Source: an optimization exercise on an open RTL-to-GDS flow (aim: small area and a short achievable clock period). Production flows keep margins and buffers that such runs may drop.
At most, simulation tests tie the RTL to the original design; equivalence was not proved.

==> inputs of amber <==
// fp32_mul
module fp32_mul (
    input wire          clk         ,
    input wire          rst_n       ,
    input wire [31:0]   a           ,        
    input wire [31:0]   b           ,        
    input wire          in_valid    ,        
    output reg          out_valid   ,        
    output reg [31:0]   result               
);
    wire [7:0]  ea = a[30:23];
    wire [7:0]  eb = b[30:23];
    wire [22:0] fa = a[22:0];
    wire [22:0] fb = b[22:0];
    wire a_e0 = (ea == 8'h00);
    wire b_e0 = (eb == 8'h00);
    wire a_e1 = (ea == 8'hff);
    wire b_e1 = (eb == 8'hff);
    wire a_f0 = (fa == 23'h0);
    wire b_f0 = (fb == 23'h0);
    wire a_zero = a_e0 & a_f0;
    wire b_zero = b_e0 & b_f0;
    wire a_inf  = a_e1 & a_f0;
    wire b_inf  = b_e1 & b_f0;
    wire a_nan  = a_e1 & ~a_f0;
    wire b_nan  = b_e1 & ~b_f0;
    wire c_nan  = a_nan | b_nan | (a_inf & b_zero) | (b_inf & a_zero);
  ...
clock: 10.0 ns
lec_check: 0
abc_area: 1
cap_margin: 20
core_margin: 2
core_utilization: 55
setup_slack_margin: 5
slew_margin: 20
run.sh (not shown) runs the stock make flow with config.mk's settings and CLKGATE_MAP_FILE= SYNTH_SCRIPT=/design/flow/synth_recipe.tcl, a recipe that flattens the netlist after the stock synthesis.
==> inputs of zinc, as changes to amber <==
Settings changed: CORE_UTILIZATION 55 to 40.
==> comparison table <==
Outcome: zinc complete, no violations; amber complete, no violations
Total routed wire length on the met1 layer: zinc 30.7 mm; amber 28.9 mm
Clock period minus worst slack: zinc 5.66 ns; amber 6.00 ns
Transition time at the pin with the least slew margin: zinc 0.868 ns; amber 0.788 ns
Non-CTS buffers: zinc 262; amber 279
DP Wirelength: zinc 50.5 mm; amber 48.6 mm
Instance count after placement with tap cells included: zinc 3493; amber 3310
Launch point of the worst path: zinc s2_lp[1]; amber s2_lg[0]
Stage delay of the slowest cell on the critical path: zinc 0.40 ns; amber 0.39 ns
Cell row count: zinc 86; amber 73
CORE AREA: zinc 0.0549 mm2; amber 0.0396 mm2
Area used by multi-input combinational logic: zinc 0.0162 mm2; amber 0.0163 mm2
Post-route worst setup slack: zinc 4.34 ns; amber 4.00 ns
Die footprint: zinc 0.0571 mm2; amber 0.0418 mm2
CP Data Required Time: zinc 10.42 ns; amber 10.39 ns

* * *

==> garnet <==
Another version of the RTL of fp32_mul (not shown whole).
export LEC_CHECK = 0
export ABC_AREA = 1
export CAP_MARGIN = 20
export CORE_MARGIN = 2
export CORE_UTILIZATION = 40
export SETUP_SLACK_MARGIN = 5
export SLEW_MARGIN = 20
export SYNTH_HIERARCHICAL = 1
export SYNTH_MINIMUM_KEEP_SIZE = 0
export TNS_END_PERCENT = 10
create_clock -name core_clock -period 10.0 [get_ports {clk}]
standard.sh (not shown) runs the stock make flow with config.mk's settings and CLKGATE_MAP_FILE= SYNTH_SCRIPT=/design/flow/synth_recipe.tcl, a recipe that flattens the netlist after the stock synthesis.
==> flow/flow/run.sh <==
#!/bin/bash
# The standard layout (standard.sh) with two changes: the ports are buffered
# by buf_2 cells instead of the default delay buffers, and the setup repair
# aims for a slack of 6 ns. Synthesis is unchanged.
set -euo pipefail
sed "s/SETUP_SLACK_MARGIN=[0-9.]*/SETUP_SLACK_MARGIN=6/" standard.sh > standard_margin.sh
bash standard_margin.sh BUFFER_PORTS_ARGS="-buffer_cell sky130_fd_sc_hd__buf_2" finish > flow_make.log 2>&1
==> raven: changes against garnet <==
==> flow/flow/run.sh (replaced) <==
#!/bin/bash
# The standard layout (standard.sh) with two changes: the ports are buffered
# by buf_2 cells instead of the default delay buffers, and the setup repair
# aims for a slack of 6.15 ns. Synthesis is unchanged.
set -euo pipefail
sed "s/SETUP_SLACK_MARGIN=[0-9.]*/SETUP_SLACK_MARGIN=6.15/" standard.sh > standard_margin.sh
bash standard_margin.sh BUFFER_PORTS_ARGS="-buffer_cell sky130_fd_sc_hd__buf_2" finish > flow_make.log 2>&1
==> ember: changes against garnet <==
--- a/flow/design.v
+++ b/flow/design.v
@@ -1288,96 +1288,175 @@
     assign cc[28] = sg4_27 | (sp4_27 & cin);
     assign cc[29] = sg4_28 | (sp4_28 & cin);
     assign cc[30] = sg4_29 | (sp4_29 & cin);
     wire [29:0] qa = pp ^ cc[29:0];
     wire [25:0] q = qa[29:4];        
     wire        h    = q[25];
-    wire [23:0] sg   = h ? q[25:2] : q[24:1];
-    wire        gbit = h ? q[1] : q[0];
-    wire        sbit = (h & q[0]) | s2_sticky;
-    wire        rinc = gbit & (sbit | sg[0]);
-    wire [24:0] t0;                
-    wire ta0_1 = sg[1] & sg[0];
-    wire ta0_3 = sg[3] & sg[2];
-    wire ta0_5 = sg[5] & sg[4];
-    wire ta0_7 = sg[7] & sg[6];
-    wire ta0_9 = sg[9] & sg[8];
-    wire ta0_11 = sg[11] & sg[10];
-    wire ta0_13 = sg[13] & sg[12];
-    wire ta0_15 = sg[15] & sg[14];
-    wire ta0_17 = sg[17] & sg[16];
-    wire ta0_19 = sg[19] & sg[18];
-    wire ta0_21 = sg[21] & sg[20];
-    wire ta0_23 = sg[23] & sg[22];
-    wire ta1_2 = sg[2] & ta0_1;
+    wire        inc0 = q[0] & (s2_sticky | q[1]);
+    wire        inc1 = q[1] & (q[0] | s2_sticky | q[2]);
+    wire [24:0] t0, t1;            
+    wire ta0_1 = q[2] & q[1];
+    wire ta0_3 = q[4] & q[3];
+    wire ta0_5 = q[6] & q[5];
+    wire ta0_7 = q[8] & q[7];
+    wire ta0_9 = q[10] & q[9];
+    wire ta0_11 = q[12] & q[11];
+    wire ta0_13 = q[14] & q[13];
+    wire ta0_15 = q[16] & q[15];
+    wire ta0_17 = q[18] & q[17];
+    wire ta0_19 = q[20] & q[19];
+    wire ta0_21 = q[22] & q[21];
+    wire ta0_23 = q[24] & q[23];
+    wire ta1_2 = q[3] & ta0_1;
     wire ta1_3 = ta0_3 & ta0_1;
-    wire ta1_6 = sg[6] & ta0_5;
+    wire ta1_6 = q[7] & ta0_5;
     wire ta1_7 = ta0_7 & ta0_5;
-    wire ta1_10 = sg[10] & ta0_9;
+    wire ta1_10 = q[11] & ta0_9;
     wire ta1_11 = ta0_11 & ta0_9;
-    wire ta1_14 = sg[14] & ta0_13;
+    wire ta1_14 = q[15] & ta0_13;
     wire ta1_15 = ta0_15 & ta0_13;
-    wire ta1_18 = sg[18] & ta0_17;
+    wire ta1_18 = q[19] & ta0_17;
     wire ta1_19 = ta0_19 & ta0_17;
-    wire ta1_22 = sg[22] & ta0_21;
+    wire ta1_22 = q[23] & ta0_21;
     wire ta1_23 = ta0_23 & ta0_21;
-    wire ta2_4 = sg[4] & ta1_3;
+    wire ta2_4 = q[5] & ta1_3;
     wire ta2_5 = ta0_5 & ta1_3;
     wire ta2_6 = ta1_6 & ta1_3;
     wire ta2_7 = ta1_7 & ta1_3;
-    wire ta2_12 = sg[12] & ta1_11;
+    wire ta2_12 = q[13] & ta1_11;
     wire ta2_13 = ta0_13 & ta1_11;
     wire ta2_14 = ta1_14 & ta1_11;
     wire ta2_15 = ta1_15 & ta1_11;
-    wire ta2_20 = sg[20] & ta1_19;
+    wire ta2_20 = q[21] & ta1_19;
     wire ta2_21 = ta0_21 & ta1_19;
     wire ta2_22 = ta1_22 & ta1_19;
     wire ta2_23 = ta1_23 & ta1_19;
-    wire ta3_8 = sg[8] & ta2_7;
+    wire ta3_8 = q[9] & ta2_7;
     wire ta3_9 = ta0_9 & ta2_7;
     wire ta3_10 = ta1_10 & ta2_7;
     wire ta3_11 = ta1_11 & ta2_7;
     wire ta3_12 = ta2_12 & ta2_7;
     wire ta3_13 = ta2_13 & ta2_7;
     wire ta3_14 = ta2_14 & ta2_7;
     wire ta3_15 = ta2_15 & ta2_7;
-    wire ta4_16 = sg[16] & ta3_15;
+    wire ta4_16 = q[17] & ta3_15;
     wire ta4_17 = ta0_17 & ta3_15;
     wire ta4_18 = ta1_18 & ta3_15;
     wire ta4_19 = ta1_19 & ta3_15;
     wire ta4_20 = ta2_20 & ta3_15;
     wire ta4_21 = ta2_21 & ta3_15;
     wire ta4_22 = ta2_22 & ta3_15;
     wire ta4_23 = ta2_23 & ta3_15;
+    wire tb0_1 = q[3] & q[2];
+    wire tb0_3 = q[5] & q[4];
+    wire tb0_5 = q[7] & q[6];
+    wire tb0_7 = q[9] & q[8];
+    wire tb0_9 = q[11] & q[10];
+    wire tb0_11 = q[13] & q[12];
+    wire tb0_13 = q[15] & q[14];
+    wire tb0_15 = q[17] & q[16];
+    wire tb0_17 = q[19] & q[18];
+    wire tb0_19 = q[21] & q[20];
+    wire tb0_21 = q[23] & q[22];
+    wire tb0_23 = q[25] & q[24];
+    wire tb1_2 = q[4] & tb0_1;
+    wire tb1_3 = tb0_3 & tb0_1;
+    wire tb1_6 = q[8] & tb0_5;
+    wire tb1_7 = tb0_7 & tb0_5;
+    wire tb1_10 = q[12] & tb0_9;
+    wire tb1_11 = tb0_11 & tb0_9;
+    wire tb1_14 = q[16] & tb0_13;
+    wire tb1_15 = tb0_15 & tb0_13;
+    wire tb1_18 = q[20] & tb0_17;
+    wire tb1_19 = tb0_19 & tb0_17;
+    wire tb1_22 = q[24] & tb0_21;
+    wire tb1_23 = tb0_23 & tb0_21;
+    wire tb2_4 = q[6] & tb1_3;
+    wire tb2_5 = tb0_5 & tb1_3;
+    wire tb2_6 = tb1_6 & tb1_3;
+    wire tb2_7 = tb1_7 & tb1_3;
+    wire tb2_12 = q[14] & tb1_11;
+    wire tb2_13 = tb0_13 & tb1_11;
+    wire tb2_14 = tb1_14 & tb1_11;
+    wire tb2_15 = tb1_15 & tb1_11;
+    wire tb2_20 = q[22] & tb1_19;
+    wire tb2_21 = tb0_21 & tb1_19;
+    wire tb2_22 = tb1_22 & tb1_19;
+    wire tb2_23 = tb1_23 & tb1_19;
+    wire tb3_8 = q[10] & tb2_7;
+    wire tb3_9 = tb0_9 & tb2_7;
+    wire tb3_10 = tb1_10 & tb2_7;
+    wire tb3_11 = tb1_11 & tb2_7;
+    wire tb3_12 = tb2_12 & tb2_7;
+    wire tb3_13 = tb2_13 & tb2_7;
+    wire tb3_14 = tb2_14 & tb2_7;
+    wire tb3_15 = tb2_15 & tb2_7;
+    wire tb4_16 = q[18] & tb3_15;
+    wire tb4_17 = tb0_17 & tb3_15;
+    wire tb4_18 = tb1_18 & tb3_15;
+    wire tb4_19 = tb1_19 & tb3_15;
+    wire tb4_20 = tb2_20 & tb3_15;
+    wire tb4_21 = tb2_21 & tb3_15;
+    wire tb4_22 = tb2_22 & tb3_15;
+    wire tb4_23 = tb2_23 & tb3_15;
     assign t0[0] = 1'b1;
-    assign t0[1] = sg[0];
+    assign t1[0] = 1'b1;
+    assign t0[1] = q[1];
+    assign t1[1] = q[2];
     assign t0[2] = ta0_1;
+    assign t1[2] = tb0_1;
     assign t0[3] = ta1_2;
+    assign t1[3] = tb1_2;
     assign t0[4] = ta1_3;
+    assign t1[4] = tb1_3;
     assign t0[5] = ta2_4;
+    assign t1[5] = tb2_4;
     assign t0[6] = ta2_5;
+    assign t1[6] = tb2_5;
     assign t0[7] = ta2_6;
+    assign t1[7] = tb2_6;
     assign t0[8] = ta2_7;
+    assign t1[8] = tb2_7;
     assign t0[9] = ta3_8;
+    assign t1[9] = tb3_8;
     assign t0[10] = ta3_9;
+    assign t1[10] = tb3_9;
     assign t0[11] = ta3_10;
+    assign t1[11] = tb3_10;
     assign t0[12] = ta3_11;
+    assign t1[12] = tb3_11;
     assign t0[13] = ta3_12;
+    assign t1[13] = tb3_12;
     assign t0[14] = ta3_13;
+    assign t1[14] = tb3_13;
     assign t0[15] = ta3_14;
+    assign t1[15] = tb3_14;
     assign t0[16] = ta3_15;
+    assign t1[16] = tb3_15;
     assign t0[17] = ta4_16;
+    assign t1[17] = tb4_16;
     assign t0[18] = ta4_17;
+    assign t1[18] = tb4_17;
     assign t0[19] = ta4_18;
+    assign t1[19] = tb4_18;
     assign t0[20] = ta4_19;
+    assign t1[20] = tb4_19;
     assign t0[21] = ta4_20;
+    assign t1[21] = tb4_20;
     assign t0[22] = ta4_21;
+    assign t1[22] = tb4_21;
     assign t0[23] = ta4_22;
+    assign t1[23] = tb4_22;
     assign t0[24] = ta4_23;
-    wire [22:0] mant = sg[22:0] ^ ({23{rinc}} & t0[22:0]);
-    wire        rco  = rinc & t0[24];
+    assign t1[24] = tb4_23;
+    wire [22:0] m0 = q[23:1] ^ ({23{inc0}} & t0[22:0]);
+    wire [22:0] m1 = q[24:2] ^ ({23{inc1}} & t1[22:0]);
+    wire        co0 = inc0 & t0[24];
+    wire        co1 = inc1 & t1[24];
+    wire [22:0] mant = h ? m1 : m0;
+    wire        rco  = h ? co1 : co0;
     wire [9:0]  e_p1 = s2_e + 10'd1;
     wire [9:0]  e_p2 = s2_e + 10'd2;
     wire        le0  = s2_e[9] | (s2_e == 10'd0);        
     wire        lem1 = s2_e[9];                           
     wire        ge255 = ~s2_e[9] & (s2_e >= 10'd255);
     wire        ge254 = ~s2_e[9] & (s2_e >= 10'd254);
==> flow/flow/run.sh (replaced) <==
#!/bin/bash
# The standard layout (standard.sh) with two changes: the ports are buffered
# by buf_2 cells instead of the default delay buffers, and the setup repair
# aims for a slack of 6.15 ns. Synthesis is unchanged.
set -euo pipefail
sed "s/SETUP_SLACK_MARGIN=[0-9.]*/SETUP_SLACK_MARGIN=6.15/" standard.sh > standard_margin.sh
bash standard_margin.sh BUFFER_PORTS_ARGS="-buffer_cell sky130_fd_sc_hd__buf_2" finish > flow_make.log 2>&1
==> flow_summary.ini <==
[run_status]
outcome = timing/DRC/antenna clean

[grt]
grt_max_degree = 31
grt_pass1_wl_mm = 116

[power]
p_seq_w = 0.00114
p_clk_share_pct = 9.6

[critical_path]
r2r_cells = 12
critPathSlowestCell = fa_1
crit_family = adder cells

[yosys]
avgSynthCellArea_sq_um = 8.04
yosysUniqueCellTypes = 53
yosysSeqAreaShare_pct = 16.6

[die]
taps = 704
-- figures above: ember

==> flow_summary.ini <==
[run_status]
outcome = timing/DRC/antenna clean

[yosys]
yosysUniqueCellTypes = 57
yosysMostFrequentCell = nand2_1
yosysSeqAreaShare_pct = 17.1
avgSynthCellArea_sq_um = 8.15
synth_adder_area_share_pct = 31.2

[sta]
max_freq_mhz = 237
final.setup.tns_ps = 0
setup_violations = 0
holdWs_ps = 331

[grt]
grt_max_degree = 32
grt_pass1_wl_mm = 109

[power]
p_seq_w = 0.00119
p_clk_share_pct = 8.3

[clocking]
cts_setup_buffers = 60
post_cts_resize_count = 214
root_buffer = clkbuf_16

[die]
taps = 688

[critical_path]
r2r_cells = 8
critPathSlowestCell = inv_1
crit_top_cell = fa_1

[layout]
seq_cell_count = 183
-- figures above: garnet

==> flow_summary.ini <==
[run_status]
outcome = timing/DRC/antenna clean

[sta]
drv_slew = 0

[grt]
grt_max_degree = 28
use_met1_pct = 33.6

[power]
p_seq_w = 0.00120
p_clk_share_pct = 8.7

[die]
taps = 688

[yosys]
avgSynthCellArea_sq_um = 8.15
yosysUniqueCellTypes = 57
synth_edf_count = 0

[critical_path]
critPathSlowestCell = dfxtp_2
crit_top_cell = buf_4
r2r_cells = 32
-- figures above: raven

Only the layout flow was run in garnet and raven; the RTL was not checked for function there.

[re-timing with driven ports]
Ports are ideal in the flow. The routed layouts listed here were re-timed in OpenROAD. Step 1, drivers: a clkbuf_16 drives clk and a buf_2 each remaining input, both assumed. Step 2 also shifts input and output timing later by t, the mid clock arrival at the registers, as if the neighbouring blocks saw the same clock. Three values: ideal ports, drivers, drivers and shift; two values: the first two.
run | t (ns) | slack for setup (ns) | worst data-port slew with drivers (ns)
amber | 0.530 | 4.002 / 4.002 / 4.002 | 0.05
zinc | 0.544 | 4.344 / 4.344 / 4.344 | 0.05
garnet | 0.518 | 5.774 / 5.774 / 5.471 | 0.04
raven | 0.554 | 5.813 / 5.813 / 5.395 | 0.04
ember | 0.548 | 6.012 / 6.012 / 5.652 | 0.06
After both steps setup and hold are still met in every run listed. For raven, which loses most, drivers alone change the setup slack by 0.000 ns; drivers and shift together by -0.418 ns.
